What follows belongs to an exercise in optimizing a design on an open flow for small area, a short achievable clock period and few clock cycles per item; a production flow would make more cautious choices.
At most, simulation tests tie the RTL to the original design; equivalence was not proved.

==> nickel: inputs <==
## sm4_top
module sm4_top (
    clk,rst,start,i_plaintext,i_key,
    o_data,o_done
);
export LEC_CHECK = 0
export ABC_AREA = 1
export CAP_MARGIN = 20
export CORE_MARGIN = 2
export CORE_UTILIZATION = 50
export CTS_CLUSTER_DIAMETER = 100
export CTS_CLUSTER_SIZE = 30
export SETUP_SLACK_MARGIN = 4.05
export SLEW_MARGIN = 20
create_clock -name core_clock -period 6.5 [get_ports {clk}]
standard.sh (not shown) runs the stock make flow with config.mk's settings and CLKGATE_MAP_FILE= SYNTH_SCRIPT=/design/flow/synth_recipe.tcl, a recipe that flattens the netlist after the stock synthesis.
==> flow/flow/run.sh <==
#!/bin/bash
# The standard ORFS layout (standard.sh), with two synthesis changes:
#  - ADDER_MAP_FILE empty: Yosys's full/half-adder extraction would turn the
#    XOR/AND pairs of the S-box and linear layers into slow adder cells that
#    ABC cannot restructure.
#  - the 3-input XOR/XNOR cells are added to DONT_USE_CELLS (on top of the
#    platform's list): ABC chains them in the linear layers, and they are
#    slower than trees of 2-input XORs.
set -euo pipefail
PLATFORM_DONT_USE=$(sed -n '/^export DONT_USE_CELLS += /,/^#/p' \
    "$FLOW_HOME/platforms/sky130hd/config.mk" | grep -o 'sky130_fd_sc_hd__[a-z0-9_]*' | tr '\n' ' ')
EXTRA="sky130_fd_sc_hd__xor3_1 sky130_fd_sc_hd__xor3_2 sky130_fd_sc_hd__xor3_4 sky130_fd_sc_hd__xnor3_1 sky130_fd_sc_hd__xnor3_2 sky130_fd_sc_hd__xnor3_4"
bash standard.sh ADDER_MAP_FILE= "DONT_USE_CELLS=$PLATFORM_DONT_USE $EXTRA" finish > standard.log 2>&1
==> quartz: changes against nickel <==
--- a/flow/design.v
+++ b/flow/design.v
@@ -156,17 +156,17 @@
     reg             wd;      
     reg             krot;    
     reg             kins;    
     reg             klate;   
     reg             kd;
     reg     [31:0]  kr0, kr1, kr2, kr3;
     reg     [31:0]  dr0, dr1, dr2, dr3;
     reg     [31:0]  pre;     
-    reg     [71:0]  s1g;     
+    reg     [31:0]  s1b;     
     reg     [15:0]  s1p;     
     reg     [31:0]  s2s;     
     reg  [31:0] ck;
     always @(*) begin
         case (rnd)
             5'd0: ck = 32'h00070e15;
             5'd1: ck = 32'h1c232a31;
             5'd2: ck = 32'h383f464d;
@@ -203,39 +203,39 @@
     end
     always @(posedge clk) begin
         if (m3 == 2'd2)
             pre <= kr1 ^ kr2 ^ ck ^ dr3;
         else
             pre <= dr1 ^ dr2 ^ kr0 ^ kr3;
     end
     wire [31:0] b = pre ^ kr0 ^ dr0;
-    wire [15:0] p1;
-    wire [71:0] gm1;
+    wire [31:0] p1;
     genvar gi;
     generate
         for (gi = 0; gi < 4; gi = gi + 1) begin : st1
             wire [7:0] g;
             wire [9:0] m;
             sbox_lin lin(.b(b[8*gi+7:8*gi]), .g(g), .m(m));
             sbox_mul mul(.g(g), .m(m), .p(p1[4*gi+3:4*gi]));
-            assign gm1[18*gi+17:18*gi] = {g, m};
         end
     endgenerate
     always @(posedge clk) begin
-        s1g <= gm1;
+        s1b <= b;
         s1p <= p1;
     end
     wire [31:0] s;
     generate
         for (gi = 0; gi < 4; gi = gi + 1) begin : st2
+            wire [7:0] g;
+            wire [9:0] m;
             wire [3:0] l;
+            sbox_lin lin(.b(s1b[8*gi+7:8*gi]), .g(g), .m(m));
             sbox_inv inv(.p(s1p[4*gi+3:4*gi]), .l(l));
-            sbox_bot bot(.g(s1g[18*gi+17:18*gi+10]), .m(s1g[18*gi+9:18*gi]), .l(l),
-                         .Sb(s[8*gi+7:8*gi]));
+            sbox_bot bot(.g(g), .m(m), .l(l), .Sb(s[8*gi+7:8*gi]));
         end
     endgenerate
     always @(posedge clk) begin
         s2s <= s;
     end
     wire [31:0] lk = s2s ^ {s2s[18:0], s2s[31:19]} ^ {s2s[8:0], s2s[31:9]};
     wire [31:0] ld = s2s ^ {s2s[29:0], s2s[31:30]} ^ {s2s[21:0], s2s[31:22]}
                          ^ {s2s[13:0], s2s[31:14]} ^ {s2s[7:0], s2s[31:8]};
@@ -312,29 +312,29 @@
             comp   <= 1'b0;
             outp   <= 1'b0;
             wk     <= 1'b0;
             wd     <= 1'b0;
             krot   <= 1'b0;
             kins   <= 1'b0;
             klate  <= 1'b0;
             done_r <= 1'b0;
+            data_r <= 1'b0;
         end else begin
             phase  <= phase_n;
             cnt    <= cnt_n;
             m3     <= m3_n;
             rnd    <= rnd_n;
             comp   <= (phase_n == PH_COMP);
             outp   <= (phase_n == PH_OUT);
             wk     <= (phase_n == PH_COMP) & (m3_n == 2'd2) & (cnt_n >= 7'd3);
             wd     <= (phase_n == PH_COMP) & (m3_n == 2'd0) & (cnt_n >= 7'd7);
             krot   <= (phase_n == PH_COMP) & (cnt_n != 7'd0);
             kins   <= (phase_n == PH_LOAD) & (cnt_n[4:0] == 5'd0);
             klate  <= ((phase_n == PH_LOAD) & (cnt_n >= 7'd96)) |
                       ((phase_n == PH_COMP) & (cnt_n == 7'd0));
             done_r <= start & (comp_end | (outp & ~out_end));
+            data_r <= start & (comp_end ? nd[31] : (outp & ~out_end & tap));
         end
     end
-    always @(posedge clk)
-        data_r <= start & (comp_end ? nd[31] : (outp & ~out_end & tap));
     assign o_done = done_r;
     assign o_data = data_r;
 endmodule
Settings changed: CORE_UTILIZATION 50 to 40, CTS_CLUSTER_DIAMETER 100 to unset, CTS_CLUSTER_SIZE 30 to unset, SETUP_SLACK_MARGIN 4.05 to 3.8.
==> umber: changes against nickel <==
--- a/flow/design.v
+++ b/flow/design.v
@@ -149,24 +149,20 @@
     reg     [1:0]   m3;
     reg     [4:0]   rnd;
     reg             done_r;
     reg             data_r;
     reg             comp;    
     reg             outp;    
     reg             wk;      
     reg             wd;      
-    reg             krot;    
-    reg             kins;    
-    reg             klate;   
-    reg             kd;
     reg     [31:0]  kr0, kr1, kr2, kr3;
     reg     [31:0]  dr0, dr1, dr2, dr3;
     reg     [31:0]  pre;     
-    reg     [71:0]  s1g;     
+    reg     [31:0]  s1b;     
     reg     [15:0]  s1p;     
     reg     [31:0]  s2s;     
     reg  [31:0] ck;
     always @(*) begin
         case (rnd)
             5'd0: ck = 32'h00070e15;
             5'd1: ck = 32'h1c232a31;
             5'd2: ck = 32'h383f464d;
@@ -203,75 +199,74 @@
     end
     always @(posedge clk) begin
         if (m3 == 2'd2)
             pre <= kr1 ^ kr2 ^ ck ^ dr3;
         else
             pre <= dr1 ^ dr2 ^ kr0 ^ kr3;
     end
     wire [31:0] b = pre ^ kr0 ^ dr0;
-    wire [15:0] p1;
-    wire [71:0] gm1;
+    wire [31:0] p1;
     genvar gi;
     generate
         for (gi = 0; gi < 4; gi = gi + 1) begin : st1
             wire [7:0] g;
             wire [9:0] m;
             sbox_lin lin(.b(b[8*gi+7:8*gi]), .g(g), .m(m));
             sbox_mul mul(.g(g), .m(m), .p(p1[4*gi+3:4*gi]));
-            assign gm1[18*gi+17:18*gi] = {g, m};
         end
     endgenerate
     always @(posedge clk) begin
-        s1g <= gm1;
+        s1b <= b;
         s1p <= p1;
     end
     wire [31:0] s;
     generate
         for (gi = 0; gi < 4; gi = gi + 1) begin : st2
+            wire [7:0] g;
+            wire [9:0] m;
             wire [3:0] l;
+            sbox_lin lin(.b(s1b[8*gi+7:8*gi]), .g(g), .m(m));
             sbox_inv inv(.p(s1p[4*gi+3:4*gi]), .l(l));
-            sbox_bot bot(.g(s1g[18*gi+17:18*gi+10]), .m(s1g[18*gi+9:18*gi]), .l(l),
-                         .Sb(s[8*gi+7:8*gi]));
+            sbox_bot bot(.g(g), .m(m), .l(l), .Sb(s[8*gi+7:8*gi]));
         end
     endgenerate
     always @(posedge clk) begin
         s2s <= s;
     end
     wire [31:0] lk = s2s ^ {s2s[18:0], s2s[31:19]} ^ {s2s[8:0], s2s[31:9]};
     wire [31:0] ld = s2s ^ {s2s[29:0], s2s[31:30]} ^ {s2s[21:0], s2s[31:22]}
                          ^ {s2s[13:0], s2s[31:14]} ^ {s2s[7:0], s2s[31:8]};
     wire [31:0] nk = kr3 ^ lk;
     wire [31:0] nd = dr3 ^ ld;
     wire fk = FK[7'd127 - cnt];
-    wire kbit = i_key ^ fk;
-    always @(posedge clk) kd <= kbit;
     always @(posedge clk) begin
         if (wk)
             kr0 <= nk;
-        else if (krot)
+        else if (comp)
             kr0 <= kr3;
         else
-            kr0 <= {kr0[30:0], klate ? kd : kbit};
-        kr1 <= (krot | kins) ? kr0 : kr3;
-        kr2 <= kr1;
-        kr3 <= kr2;
-    end
-    always @(posedge clk) begin
+            kr0 <= {kr0[30:0], kr1[31]};
         if (wd)
             dr0 <= nd;
         else if (comp)
             dr0 <= dr3;
         else
             dr0 <= {dr0[30:0], outp ? dr0[31] : dr1[31]};
         if (comp) begin
+            kr1 <= kr0;
+            kr2 <= kr1;
+            kr3 <= kr2;
             dr1 <= dr0;
             dr2 <= dr1;
             dr3 <= dr2;
         end else begin
+            kr3 <= {kr3[30:0], i_key ^ fk};
+            kr2 <= {kr2[30:0], kr3[31]};
+            kr1 <= {kr1[30:0], kr2[31]};
             dr3 <= {dr3[30:0], outp ? dr3[31] : i_plaintext};
             dr2 <= {dr2[30:0], outp ? dr2[31] : dr3[31]};
             dr1 <= {dr1[30:0], outp ? dr1[31] : dr2[31]};
         end
     end
     wire [6:0] kn = cnt + 7'd1;
     wire [1:0] q = kn[6:5];
     wire       tap = (q == 2'd0) ? dr0[30] : (q == 2'd1) ? dr3[30] :
@@ -308,33 +303,26 @@
             phase  <= PH_LOAD;
             cnt    <= 7'd0;
             m3     <= 2'd2;
             rnd    <= 5'd0;
             comp   <= 1'b0;
             outp   <= 1'b0;
             wk     <= 1'b0;
             wd     <= 1'b0;
-            krot   <= 1'b0;
-            kins   <= 1'b0;
-            klate  <= 1'b0;
             done_r <= 1'b0;
+            data_r <= 1'b0;
         end else begin
             phase  <= phase_n;
             cnt    <= cnt_n;
             m3     <= m3_n;
             rnd    <= rnd_n;
             comp   <= (phase_n == PH_COMP);
             outp   <= (phase_n == PH_OUT);
             wk     <= (phase_n == PH_COMP) & (m3_n == 2'd2) & (cnt_n >= 7'd3);
             wd     <= (phase_n == PH_COMP) & (m3_n == 2'd0) & (cnt_n >= 7'd7);
-            krot   <= (phase_n == PH_COMP) & (cnt_n != 7'd0);
-            kins   <= (phase_n == PH_LOAD) & (cnt_n[4:0] == 5'd0);
-            klate  <= ((phase_n == PH_LOAD) & (cnt_n >= 7'd96)) |
-                      ((phase_n == PH_COMP) & (cnt_n == 7'd0));
             done_r <= start & (comp_end | (outp & ~out_end));
+            data_r <= start & (comp_end ? nd[31] : (outp & ~out_end & tap));
         end
     end
-    always @(posedge clk)
-        data_r <= start & (comp_end ? nd[31] : (outp & ~out_end & tap));
     assign o_done = done_r;
     assign o_data = data_r;
 endmodule
==> flow/flow/run.sh (replaced) <==
#!/bin/bash
# Standard ORFS layout, except that synthesis skips Yosys's full/half-adder
# extraction (ADDER_MAP_FILE empty): it turns XOR/AND pairs of the S-box and
# linear layers into slow adder cells that ABC cannot restructure.
set -euo pipefail
bash standard.sh ADDER_MAP_FILE= finish > standard.log 2>&1
Settings changed: ABC_AREA 1 to unset, CORE_UTILIZATION 50 to 40, CTS_CLUSTER_DIAMETER 100 to unset, CTS_CLUSTER_SIZE 30 to unset, SETUP_SLACK_MARGIN 4.05 to 4.0.
==> lagoon: changes against nickel <==
--- a/flow/design.v
+++ b/flow/design.v
@@ -156,17 +156,17 @@
     reg             wd;      
     reg             krot;    
     reg             kins;    
     reg             klate;   
     reg             kd;
     reg     [31:0]  kr0, kr1, kr2, kr3;
     reg     [31:0]  dr0, dr1, dr2, dr3;
     reg     [31:0]  pre;     
-    reg     [71:0]  s1g;     
+    reg     [31:0]  s1b;     
     reg     [15:0]  s1p;     
     reg     [31:0]  s2s;     
     reg  [31:0] ck;
     always @(*) begin
         case (rnd)
             5'd0: ck = 32'h00070e15;
             5'd1: ck = 32'h1c232a31;
             5'd2: ck = 32'h383f464d;
@@ -203,39 +203,39 @@
     end
     always @(posedge clk) begin
         if (m3 == 2'd2)
             pre <= kr1 ^ kr2 ^ ck ^ dr3;
         else
             pre <= dr1 ^ dr2 ^ kr0 ^ kr3;
     end
     wire [31:0] b = pre ^ kr0 ^ dr0;
-    wire [15:0] p1;
-    wire [71:0] gm1;
+    wire [31:0] p1;
     genvar gi;
     generate
         for (gi = 0; gi < 4; gi = gi + 1) begin : st1
             wire [7:0] g;
             wire [9:0] m;
             sbox_lin lin(.b(b[8*gi+7:8*gi]), .g(g), .m(m));
             sbox_mul mul(.g(g), .m(m), .p(p1[4*gi+3:4*gi]));
-            assign gm1[18*gi+17:18*gi] = {g, m};
         end
     endgenerate
     always @(posedge clk) begin
-        s1g <= gm1;
+        s1b <= b;
         s1p <= p1;
     end
     wire [31:0] s;
     generate
         for (gi = 0; gi < 4; gi = gi + 1) begin : st2
+            wire [7:0] g;
+            wire [9:0] m;
             wire [3:0] l;
+            sbox_lin lin(.b(s1b[8*gi+7:8*gi]), .g(g), .m(m));
             sbox_inv inv(.p(s1p[4*gi+3:4*gi]), .l(l));
-            sbox_bot bot(.g(s1g[18*gi+17:18*gi+10]), .m(s1g[18*gi+9:18*gi]), .l(l),
-                         .Sb(s[8*gi+7:8*gi]));
+            sbox_bot bot(.g(g), .m(m), .l(l), .Sb(s[8*gi+7:8*gi]));
         end
     endgenerate
     always @(posedge clk) begin
         s2s <= s;
     end
     wire [31:0] lk = s2s ^ {s2s[18:0], s2s[31:19]} ^ {s2s[8:0], s2s[31:9]};
     wire [31:0] ld = s2s ^ {s2s[29:0], s2s[31:30]} ^ {s2s[21:0], s2s[31:22]}
                          ^ {s2s[13:0], s2s[31:14]} ^ {s2s[7:0], s2s[31:8]};
@@ -312,29 +312,29 @@
             comp   <= 1'b0;
             outp   <= 1'b0;
             wk     <= 1'b0;
             wd     <= 1'b0;
             krot   <= 1'b0;
             kins   <= 1'b0;
             klate  <= 1'b0;
             done_r <= 1'b0;
+            data_r <= 1'b0;
         end else begin
             phase  <= phase_n;
             cnt    <= cnt_n;
             m3     <= m3_n;
             rnd    <= rnd_n;
             comp   <= (phase_n == PH_COMP);
             outp   <= (phase_n == PH_OUT);
             wk     <= (phase_n == PH_COMP) & (m3_n == 2'd2) & (cnt_n >= 7'd3);
             wd     <= (phase_n == PH_COMP) & (m3_n == 2'd0) & (cnt_n >= 7'd7);
             krot   <= (phase_n == PH_COMP) & (cnt_n != 7'd0);
             kins   <= (phase_n == PH_LOAD) & (cnt_n[4:0] == 5'd0);
             klate  <= ((phase_n == PH_LOAD) & (cnt_n >= 7'd96)) |
                       ((phase_n == PH_COMP) & (cnt_n == 7'd0));
             done_r <= start & (comp_end | (outp & ~out_end));
+            data_r <= start & (comp_end ? nd[31] : (outp & ~out_end & tap));
         end
     end
-    always @(posedge clk)
-        data_r <= start & (comp_end ? nd[31] : (outp & ~out_end & tap));
     assign o_done = done_r;
     assign o_data = data_r;
 endmodule
Settings changed: ABC_AREA 1 to unset, CORE_UTILIZATION 50 to 60, CTS_CLUSTER_DIAMETER 100 to unset, CTS_CLUSTER_SIZE 30 to unset, SETUP_SLACK_MARGIN 4.05 to 3.6.
==> run notes <==
status timing/DRC/antenna clean; bufs w/o clock 60; Synth Cell Area 0.0229 mm2; R2R Setup Slk 3.69 ns; final wirelength 57,500 um; core area 0.0376 mm2
# the run above: lagoon

==> run notes <==
core area 0.0578 mm2; bufs w/o clock 128; status timing/DRC/antenna clean; Synth Cell Area 0.0234 mm2; Max Used Layer met4; final wirelength 64,500 um
# the run above: umber

==> run notes <==
status timing/DRC/antenna clean; Synth Cell Area 0.0232 mm2; core area 0.0575 mm2; Post-Route Setup TNS 0 ns; final wirelength 63,400 um; R2R Setup Slk 4.00 ns
# the run above: quartz

==> run notes <==
R2R Setup Slk 4.20 ns; status timing/DRC/antenna clean; Synth Cell Area 0.0235 mm2; core area 0.0465 mm2; final wirelength 63,800 um
# the run above: nickel

Testbench counts of nickel, summed over its fixed seeds: cycles 22,848, blocks 64.
Testbench counts of quartz, summed over its fixed seeds: cycles 22,848, blocks 64.
Testbench counts of lagoon, summed over its fixed seeds: cycles 22,848, blocks 64.
For umber, only the layout was checked, not whether the RTL still works.

-- port drivers added, routing unchanged --
The flow's constraints put no driver on any port. The routed layouts listed below were extracted and timed again, unchanged, in two steps.
Step 1 (the two cells are an assumption about what drives the block):
set clk [get_ports {clk}]
set_driving_cell -lib_cell sky130_fd_sc_hd__clkbuf_16 $clk
set_driving_cell -lib_cell sky130_fd_sc_hd__buf_2 [delete_from_list [all_inputs] $clk]
Step 2 moves the port delays by t, midway between the first and last clock arrival at a register: inputs arrive t later, outputs are due t later. That takes back most of the time a late clock gives input paths.
Slacks: no drivers / after step 1 / after step 2; pairs: no drivers / after step 1.
run | t (ns) | setup WS [ns] | hold slack, ns
nickel | 0.595 | 4.103 / 4.050 / 3.618 | 0.362 / 0.362 / 0.362
quartz | 0.653 | 3.922 / 3.864 / 3.504 | 0.343 / 0.343 / 0.343
umber | 0.638 | 3.821 / 3.821 / 3.659 | 0.516 / 0.516 / 0.516
lagoon | 0.619 | 3.686 / 3.686 / 3.557 | 0.359 / 0.359 / 0.359
After both steps every run listed still meets setup and hold. The setup slack of nickel, which loses most, moves by -0.053 ns with the drivers and by -0.485 ns with both steps.
